Context: an optimization exercise on an open-source flow, tuned for small area. The choices shown serve that exercise and are no tape-out recipe. Only simulation tests tie the RTL to the original design; equivalence was not proved. The clock port is modelled as an ideal driver, which makes a skipped or thinned clock tree look cheaper than it is; a real chip needs a root buffer or a tree.

==> run a <==
==> flow/design.v <==
module top #(
    parameter PWM_INTERVAL = 1200        
)(
    input logic clk,
    input logic rst,
    output logic RGB_R,
    output logic RGB_G,
    output logic RGB_B
);
    logic [3:0] b;
    logic [6:0] A;
    logic [3:0] c;
    logic [6:0] H;
    logic [1:0] s;
    logic b0, b9, p_end, c_end, h_end;
    assign b0    = ~|b;
    assign b9    = b[3] & b[0];
    assign p_end = b9 & A[6] & A[5] & A[4] & A[3] & A[1] & A[0];    
    assign c_end = c[3] & c[0];                                      
    assign h_end = H[6] & H[5] & H[4] & H[3] & H[1];                 
    logic [7:0] ca, ch, cb, cc;
    assign cb[0] = 1'b1;
    assign ca[0] = b0;
    assign cc[0] = p_end;
    assign ch[0] = p_end & c_end;
    genvar i;
    generate
        for (i = 0; i < 7; i++) begin : g_inc7
            assign ca[i+1] = ca[i] & A[i];
            assign ch[i+1] = ch[i] & H[i];
        end
        for (i = 0; i < 4; i++) begin : g_inc4
            assign cb[i+1] = cb[i] & b[i];
            assign cc[i+1] = cc[i] & c[i];
        end
    endgenerate
    always_ff @(posedge clk) begin
        if (rst || b9)
            b <= 4'd0;
        else
            b <= b ^ cb[3:0];
        if (rst || p_end)
            A <= 7'd3;
        else
            A <= A ^ ca[6:0];
        if (rst || (p_end && c_end))
            c <= 4'd0;
        else
            c <= c ^ cc[3:0];
        if (rst || (ch[0] && h_end))
            H <= 7'd3;
        else
            H <= H ^ ch[6:0];
        if (rst || (ch[0] && h_end && s[1]))
            s <= 2'd0;
        else if (ch[0] && h_end)
            s <= {s[0], ~s[0]};
    end
    logic [7:0] gr, lf;
    assign gr[0] = 1'b0;
    assign lf[0] = 1'b0;
    generate
        for (i = 0; i < 7; i++) begin : g_cmp
            assign gr[i+1] = (A[i] & ~H[i]) | ((A[i] | ~H[i]) & gr[i]);
            assign lf[i+1] = (~H[i] & ~A[i]) | ((~H[i] | ~A[i]) & lf[i]);
        end
    endgenerate
    logic lit_rise, lit_fall, lit_zero;
    assign lit_rise = ~gr[7];
    assign lit_fall = lf[7];
    assign lit_zero = ~|A[6:2];      
    logic seg0;
    assign seg0  = ~(s[1] | s[0]);
    assign RGB_R = ~(lit_zero | (seg0 & lit_fall) | (s[1] & lit_rise));
    assign RGB_G = ~(lit_zero | (seg0 & lit_rise) | (s[0] & lit_fall));
    assign RGB_B = ~(lit_zero | (s[0] & lit_rise) | (s[1] & lit_fall));
endmodule
==> flow/flow/run.sh <==
#!/bin/bash
# Standard ORFS flow with these changes:
#  - synthesis: no adder-cell extraction, and ABC run with several
#    area-oriented scripts (flow/abc_*.abc, 4 at a time); the smallest
#    netlist is kept and the layout is made from it
#  - buf_1 port buffers
#  - a one-level clock tree built by flow/cts_pre.tcl in place of TritonCTS
set -uo pipefail
HERE=$PWD
export CLK_BUF=${CLK_BUF:-sky130_fd_sc_hd__buf_12}
export CLK_NBUF=${CLK_NBUF:-1}
try_one() {
  local s=$1 n
  n=$(basename $s .abc)
  MY_ABC_SCRIPT=$s make -C $FLOW_HOME DESIGN_CONFIG=$HERE/config.mk \
    WORK_HOME=$HERE/try/$n CLKGATE_MAP_FILE= SYNTH_SCRIPT=$HERE/flow/synth.tcl \
    ADDER_MAP_FILE= NUM_CORES=1 synth > $HERE/try_$n.log 2>&1
  a=$(grep "Chip area for module" $HERE/try/$n/reports/*/*/*/synth_stat.txt | awk '{print $NF}')
  echo "${a:-999999} $s"
}
export -f try_one
export HERE
ls $HERE/flow/abc_*.abc | xargs -P 4 -I{} bash -c 'try_one {}' | sort -n -k1 -s > $HERE/abc_choice.log
best=$(head -1 $HERE/abc_choice.log | awk '{print $2}')
echo "chosen $best" >> $HERE/abc_choice.log
rm -rf $HERE/try
export MY_ABC_SCRIPT=$best
bash standard.sh finish \
  SYNTH_SCRIPT=$HERE/flow/synth.tcl \
  ADDER_MAP_FILE= \
  BUFFER_PORTS_ARGS="-buffer_cell sky130_fd_sc_hd__buf_1" \
  PRE_CTS_TCL=$HERE/flow/cts_pre.tcl \
  > $HERE/flow_make.log 2>&1
==> flow/flow/abc_a7.abc <==
strash
&get -n
&st
&syn2
&dch
&nf -a -R 1000
&put
==> flow/flow/abc_b4.abc <==
strash
balance
rewrite
refactor
balance
rewrite -z
rewrite -z
balance
dch -f
amap
topo
==> flow/flow/abc_c2.abc <==
strash
&get -n
&deepsyn -T 20
&dch -f
&nf -a -R 1000
&put
==> flow/flow/abc_d4.abc <==
strash
&get -n
&st
&syn2
&dch
&nf -a -R 1000
&put
mfs2
strash
&get -n
&st
&dch
&nf -a -R 1000
&put
==> flow/flow/abc_g_ds_d_am.abc <==
strash
&get -n
&deepsyn -T 10
&put
dch
amap
topo
==> flow/flow/abc_g_ds_d_nfR.abc <==
strash
&get -n
&deepsyn -T 10
&dch
&nf -a -R 1000
&put
==> flow/flow/abc_g_ds_df_am.abc <==
strash
&get -n
&deepsyn -T 10
&put
dch -f
amap
topo
==> flow/flow/abc_g_ds_df_nf.abc <==
strash
&get -n
&deepsyn -T 10
&dch -f
&nf
&put
==> flow/flow/abc_g_ds_df_nfR.abc <==
strash
&get -n
&deepsyn -T 10
&dch -f
&nf -a -R 1000
&put
==> flow/flow/abc_g_s2_df_nfR.abc <==
strash
&get -n
&st
&syn2
&dch -f
&nf -a -R 1000
&put
==> flow/flow/abc_g_s3_d_am.abc <==
strash
&get -n
&st
&syn3
&put
dch
amap
topo
==> flow/flow/abc_g_s3_d_nfR.abc <==
strash
&get -n
&st
&syn3
&dch
&nf -a -R 1000
&put
==> flow/flow/abc_g_s3_df_am.abc <==
strash
&get -n
&st
&syn3
&put
dch -f
amap
topo
==> flow/flow/abc_g_s3_df_nfR.abc <==
strash
&get -n
&st
&syn3
&dch -f
&nf -a -R 1000
&put
==> flow/flow/cts_pre.tcl <==
# Replaces TritonCTS with a one-level clock tree: the clock port drives
# CLK_NBUF buffers of type CLK_BUF, each next to the registers it drives
# (registers split into groups by position). The rest of ORFS's cts.tcl
# (legalisation, timing repair) runs as usual.
set clk_buf $::env(CLK_BUF)
set nbuf $::env(CLK_NBUF)
set block [ord::get_db_block]
set clk_net [$block findNet clk]
set sinks {}
foreach it [$clk_net getITerms] {
  set inst [$it getInst]
  set bbox [$inst getBBox]
  set x [expr {([$bbox xMin] + [$bbox xMax]) / 2}]
  set y [expr {([$bbox yMin] + [$bbox yMax]) / 2}]
  lappend sinks [list $x $y "[$inst getName]/[[$it getMTerm] getName]"]
}
set n [llength $sinks]
puts "manual clock tree: $n sinks, $nbuf x $clk_buf"
# split into groups: sort by x, then by y inside each group
set sinks [lsort -integer -index 0 $sinks]
set per [expr {int(ceil(double($n) / $nbuf))}]
set dbu [$block getDbUnitsPerMicron]
for {set g 0} {$g < $nbuf} {incr g} {
  set grp [lrange $sinks [expr {$g * $per}] [expr {($g + 1) * $per - 1}]]
  if {[llength $grp] == 0} { continue }
  set sx 0; set sy 0; set pins {}
  foreach s $grp {
    set sx [expr {$sx + [lindex $s 0]}]
    set sy [expr {$sy + [lindex $s 1]}]
    lappend pins [get_pins [lindex $s 2]]
  }
  set cx [expr {double($sx) / [llength $grp] / $dbu}]
  set cy [expr {double($sy) / [llength $grp] / $dbu}]
  insert_buffer -buffer_cell $clk_buf -net clk -load_pins $pins \
    -location [list $cx $cy] -buffer_name clkbuf_$g -net_name clknet_$g
}
foreach net [$block getNets] {
  if {[string match clknet_* [$net getName]]} { $net setSigType CLOCK }
}
$clk_net setSigType CLOCK
proc clock_tree_synthesis {args} { puts "clock_tree_synthesis skipped: manual clock tree" }
set_propagated_clock [all_clocks]
==> flow/flow/synth.tcl <==
# synth_recipe.tcl with ABC's script swapped for an area-oriented one
proc synth {args} { yosys synth -nofsm -noshare {*}$args }
proc abc {args} {
  set i [lsearch -exact $args -script]
  if { $i >= 0 } {
    set args [lreplace $args [expr {$i+1}] [expr {$i+1}] $::env(MY_ABC_SCRIPT)]
  }
  yosys abc {*}$args
}
source $::env(SCRIPTS_DIR)/synth.tcl
# left out here: clear keep_hierarchy, flatten, clean up, hide names made inside functions, write 1_2_yosys.v
==> flow/standard.sh <==
#!/bin/bash
# synth_recipe.tcl (not shown) runs the flow's synth.tcl, then flattens the netlist and writes it again
# the make line also repeats each setting of config.mk as NAME=value (left out here)
make -C /OpenROAD-flow-scripts/flow DESIGN_CONFIG=/design/flow/config.mk WORK_HOME=/design/flow/orfs CLKGATE_MAP_FILE= SYNTH_SCRIPT=/design/flow/synth_recipe.tcl "${@:-finish}"
==> flow/config.mk <==
export PLATFORM = sky130hd
export DESIGN_NAME = top
export DESIGN_NICKNAME = top
export VERILOG_FILES = /design/flow/design.v
export SDC_FILE = /design/flow/constraint.sdc
export NUM_CORES = 4
export LEC_CHECK = 0
export CAP_MARGIN = 20
export CORE_AREA = 2 2 68 68
export DIE_AREA = 0 0 70 70
export PLACE_DENSITY = 0.85
export SLEW_MARGIN = 20
==> flow/constraint.sdc <==
create_clock -name core_clock -period 10.0 [get_ports {clk}]
set_input_delay 2.0000 -clock core_clock [delete_from_list [all_inputs] [get_ports {clk}]]
set_output_delay 2.0000 -clock core_clock [all_outputs]
set_load 0.01 [all_outputs]
==> run b: changes against run a <==
--- a/flow/design.v
+++ b/flow/design.v
@@ -69,9 +69,11 @@
     assign lit_rise = ~gr[7];
     assign lit_fall = lf[7];
     assign lit_zero = ~|A[6:2];      
-    logic seg0;
-    assign seg0  = ~(s[1] | s[0]);
-    assign RGB_R = ~(lit_zero | (seg0 & lit_fall) | (s[1] & lit_rise));
-    assign RGB_G = ~(lit_zero | (seg0 & lit_rise) | (s[0] & lit_fall));
-    assign RGB_B = ~(lit_zero | (s[0] & lit_rise) | (s[1] & lit_fall));
+    always_comb begin
+        case (s)
+            2'd0:    {RGB_R, RGB_G, RGB_B} = ~{lit_fall, lit_rise, lit_zero};
+            2'd1:    {RGB_R, RGB_G, RGB_B} = ~{lit_zero, lit_fall, lit_rise};
+            default: {RGB_R, RGB_G, RGB_B} = ~{lit_rise, lit_zero, lit_fall};
+        endcase
+    end
 endmodule
==> flow/flow/run.sh (replaced) <==
#!/bin/bash
# Standard ORFS flow with: area-oriented ABC script and no adder-cell
# extraction in synthesis, buf_1 port buffers, and a one-level clock tree
# built by flow/cts_pre.tcl in place of TritonCTS.
set -uo pipefail
HERE=$PWD
export MY_ABC_SCRIPT=$HERE/flow/area.abc
export CLK_BUF=${CLK_BUF:-sky130_fd_sc_hd__clkbuf_16}
export CLK_NBUF=${CLK_NBUF:-1}
bash standard.sh finish \
  SYNTH_SCRIPT=$HERE/flow/synth.tcl \
  ADDER_MAP_FILE= \
  BUFFER_PORTS_ARGS="-buffer_cell sky130_fd_sc_hd__buf_1" \
  PRE_CTS_TCL=$HERE/flow/cts_pre.tcl \
  > $HERE/flow_make.log 2>&1
==> flow/flow/area.abc (new file) <==
strash
&get -n
&st
&syn2
&dch
&nf -a -R 1000
&put
--- a/flow/config.mk
+++ b/flow/config.mk
@@ -8,5 +8,4 @@
 export CAP_MARGIN = 20
 export CORE_AREA = 2 2 68 68
 export DIE_AREA = 0 0 70 70
-export PLACE_DENSITY = 0.85
 export SLEW_MARGIN = 20
removed: flow/flow/abc_a7.abc
removed: flow/flow/abc_b4.abc
removed: flow/flow/abc_c2.abc
removed: flow/flow/abc_d4.abc
removed: flow/flow/abc_g_ds_d_am.abc
removed: flow/flow/abc_g_ds_d_nfR.abc
removed: flow/flow/abc_g_ds_df_am.abc
removed: flow/flow/abc_g_ds_df_nf.abc
removed: flow/flow/abc_g_ds_df_nfR.abc
removed: flow/flow/abc_g_s2_df_nfR.abc
removed: flow/flow/abc_g_s3_d_am.abc
removed: flow/flow/abc_g_s3_d_nfR.abc
removed: flow/flow/abc_g_s3_df_am.abc
removed: flow/flow/abc_g_s3_df_nfR.abc
==> run c: changes against run a <==
--- a/flow/design.v
+++ b/flow/design.v
@@ -10,7 +10,9 @@
     logic [3:0] b;
     logic [6:0] A;
     logic [3:0] c;
+    logic [6:0] Hn;    
     logic [6:0] H;
+    assign H = ~Hn;
     logic [1:0] s;
     logic b0, b9, p_end, c_end, h_end;
     assign b0    = ~|b;
@@ -48,9 +50,9 @@
         else
             c <= c ^ cc[3:0];
         if (rst || (ch[0] && h_end))
-            H <= 7'd3;
+            Hn <= ~(7'd3);
         else
-            H <= H ^ ch[6:0];
+            Hn <= ~(H ^ ch[6:0]);
         if (rst || (ch[0] && h_end && s[1]))
             s <= 2'd0;
         else if (ch[0] && h_end)
--- a/flow/flow/run.sh
+++ b/flow/flow/run.sh
@@ -7,8 +7,8 @@
 #  - a one-level clock tree built by flow/cts_pre.tcl in place of TritonCTS
 set -uo pipefail
 HERE=$PWD
-export CLK_BUF=${CLK_BUF:-sky130_fd_sc_hd__buf_12}
-export CLK_NBUF=${CLK_NBUF:-1}
+export CLK_BUF=${CLK_BUF:-sky130_fd_sc_hd__buf_4}
+export CLK_NBUF=${CLK_NBUF:-2}
 try_one() {
   local s=$1 n
   n=$(basename $s .abc)
--- a/flow/config.mk
+++ b/flow/config.mk
@@ -8,5 +8,5 @@
 export CAP_MARGIN = 20
 export CORE_AREA = 2 2 68 68
 export DIE_AREA = 0 0 70 70
-export PLACE_DENSITY = 0.85
+export PLACE_DENSITY = 0.95
 export SLEW_MARGIN = 20
==> run d: changes against run a <==
--- a/flow/design.v
+++ b/flow/design.v
@@ -69,9 +69,11 @@
     assign lit_rise = ~gr[7];
     assign lit_fall = lf[7];
     assign lit_zero = ~|A[6:2];      
-    logic seg0;
-    assign seg0  = ~(s[1] | s[0]);
-    assign RGB_R = ~(lit_zero | (seg0 & lit_fall) | (s[1] & lit_rise));
-    assign RGB_G = ~(lit_zero | (seg0 & lit_rise) | (s[0] & lit_fall));
-    assign RGB_B = ~(lit_zero | (s[0] & lit_rise) | (s[1] & lit_fall));
+    always_comb begin
+        case (s)
+            2'd0:    {RGB_R, RGB_G, RGB_B} = ~{lit_fall, lit_rise, lit_zero};
+            2'd1:    {RGB_R, RGB_G, RGB_B} = ~{lit_zero, lit_fall, lit_rise};
+            default: {RGB_R, RGB_G, RGB_B} = ~{lit_rise, lit_zero, lit_fall};
+        endcase
+    end
 endmodule
==> flow/flow/run.sh (replaced) <==
#!/bin/bash
# Standard ORFS flow with these changes:
#  - synthesis: no adder-cell extraction, and ABC run with several
#    area-oriented scripts (flow/abc_*.abc); the smallest netlist is kept
#  - buf_1 port buffers
#  - a one-level clock tree built by flow/cts_pre.tcl in place of TritonCTS
set -uo pipefail
HERE=$PWD
export CLK_BUF=${CLK_BUF:-sky130_fd_sc_hd__buf_8}
export CLK_NBUF=${CLK_NBUF:-1}
best=""; best_area=""
for s in $HERE/flow/abc_*.abc; do
  n=$(basename $s .abc)
  MY_ABC_SCRIPT=$s make -C $FLOW_HOME DESIGN_CONFIG=$HERE/config.mk \
    WORK_HOME=$HERE/try/$n CLKGATE_MAP_FILE= SYNTH_SCRIPT=$HERE/flow/synth.tcl \
    ADDER_MAP_FILE= synth > $HERE/try_$n.log 2>&1
  a=$(grep "Chip area for module" $HERE/try/$n/reports/*/*/*/synth_stat.txt | awk '{print $NF}')
  echo "$n $a" >> $HERE/abc_choice.log
  if [[ -n "$a" ]] && { [[ -z "$best" ]] || awk "BEGIN{exit !($a < $best_area)}"; }; then
    best=$s; best_area=$a
  fi
done
echo "chosen $best $best_area" >> $HERE/abc_choice.log
rm -rf $HERE/try
export MY_ABC_SCRIPT=$best
bash standard.sh finish \
  SYNTH_SCRIPT=$HERE/flow/synth.tcl \
  ADDER_MAP_FILE= \
  BUFFER_PORTS_ARGS="-buffer_cell sky130_fd_sc_hd__buf_1" \
  PRE_CTS_TCL=$HERE/flow/cts_pre.tcl \
  > $HERE/flow_make.log 2>&1
==> flow/flow/abc_a1.abc (new file) <==
strash
dch
map -a
topo
==> flow/flow/abc_a4.abc (new file) <==
strash
dch
amap
topo
==> flow/flow/abc_b2.abc (new file) <==
strash
&get -n
&st
&dch -f
&nf -a -R 1000
&put
==> flow/flow/abc_b5.abc (new file) <==
strash
&get -n
&st
&syn2
&synch2
&dch
&nf -a -R 1000
&put
removed: flow/flow/abc_c2.abc
removed: flow/flow/abc_d4.abc
removed: flow/flow/abc_g_ds_d_am.abc
removed: flow/flow/abc_g_ds_d_nfR.abc
removed: flow/flow/abc_g_ds_df_am.abc
removed: flow/flow/abc_g_ds_df_nf.abc
removed: flow/flow/abc_g_ds_df_nfR.abc
removed: flow/flow/abc_g_s2_df_nfR.abc
removed: flow/flow/abc_g_s3_d_am.abc
removed: flow/flow/abc_g_s3_d_nfR.abc
removed: flow/flow/abc_g_s3_df_am.abc
removed: flow/flow/abc_g_s3_df_nfR.abc
==> flow_metrics.tcl <==
set metrics [dict create \
    seq_share_pct 40.8 \
    final_common_cell "dfxtp_1" \
    place_area_sq_um 1150 \
    synth-simple-area-share_pct 21.5 \
    multi_input_area_sq_um 573 \
    final_nets 136 \
    rr_worst_depth 7 \
    n_all_inverters 5 \
    netlist_area_sq_um 1070 \
    pg_comb_uw 22.7 \
    multi_input_area_share_pct 48.7 \
    leakage_uw 0.000367 \
    vias 868 \
    synthCells 127 \
    drt-total-wl_mm 1.94 \
    p_seq_uw 106 \
    status "no timing/DRC/antenna violations" \
    initial_core_util_pct 25.1 \
    grt_max_degree 25 \
    path_clk_slew_ns 0.10 \
]
# the run above: run b

==> flow_metrics.tcl <==
set metrics [dict create \
    status "no timing/DRC/antenna violations" \
    leakage_uw 0.000382 \
    seq_share_pct 41.5 \
    drt-total-wl_mm 1.94 \
    multi_input_area_sq_um 513 \
    multi_input_area_share_pct 44.3 \
    vias 954 \
    p_seq_uw 102 \
    rr_worst_depth 8 \
    synthCells 142 \
    pg_comb_uw 16.5 \
    final_nets 151 \
    initial_core_util_pct 24.8 \
    place_area_sq_um 1140 \
    final_common_cell "nor2_1" \
]
# the run above: run a

==> flow_metrics.tcl <==
set metrics [dict create \
    status "no timing/DRC/antenna violations" \
    netlist_area_sq_um 1070 \
    place_area_sq_um 1150 \
    initial_core_util_pct 25.1 \
    drt-total-wl_mm 1.99 \
    p_seq_uw 106 \
    leakage_uw 0.000363 \
    n_all_inverters 5 \
    synth-simple-area-share_pct 21.5 \
    final_nets 136 \
    seq_share_pct 41.2 \
    final_common_cell "dfxtp_1" \
    synthCells 127 \
    rr_worst_depth 7 \
    pg_comb_uw 23.0 \
    multi_input_area_sq_um 573 \
    path_clk_slew_ns 0.12 \
]
# the run above: run d

==> flow_metrics.tcl <==
set metrics [dict create \
    vias 866 \
    synthCells 124 \
    grt_max_degree 13 \
    pg_comb_uw 22.1 \
    n_all_inverters 6 \
    status "no timing/DRC/antenna violations" \
    multi_input_area_share_pct 48.0 \
    netlist_area_sq_um 1050 \
    seq_share_pct 41.8 \
    place_area_sq_um 1130 \
    multi_input_area_sq_um 552 \
    final_nets 134 \
    path_clk_slew_ns 0.10 \
    drt-total-wl_mm 1.84 \
    initial_core_util_pct 24.7 \
]
# the run above: run c

In every run of this note, the design's own scripts or RTL, not TritonCTS, make the clock network.

-- separate check: timing with driven ports --
How much do the figures lean on ideal ports? The routed layouts below were timed once more, with nothing changed but the port constraints. Step 1 sets driving cells, clkbuf_16 on the clock port and buf_2 on the other inputs (assumed; they add their load-dependent delay and slew). Step 2, shift: input delay + t, output delay - t, t = (earliest + latest rising clock arrival at the registers) / 2. This alone moves slack from input paths to output paths. a / b / c = no drivers / after step 1 / after step 2; a / b = the first two.
run | shift t [ns] | setup WS [ns] | worst setup path after step 2
run a | 0.155 | 6.177 / 6.147 / 6.302 | register to output
run b | 0.182 | 5.102 / 5.075 / 5.258 | register to output
run c | 0.171 | 4.683 / 4.654 / 4.825 | register to output
run d | 0.167 | 5.031 / 5.004 / 5.171 | register to output
After both steps every run listed still meets setup and hold.
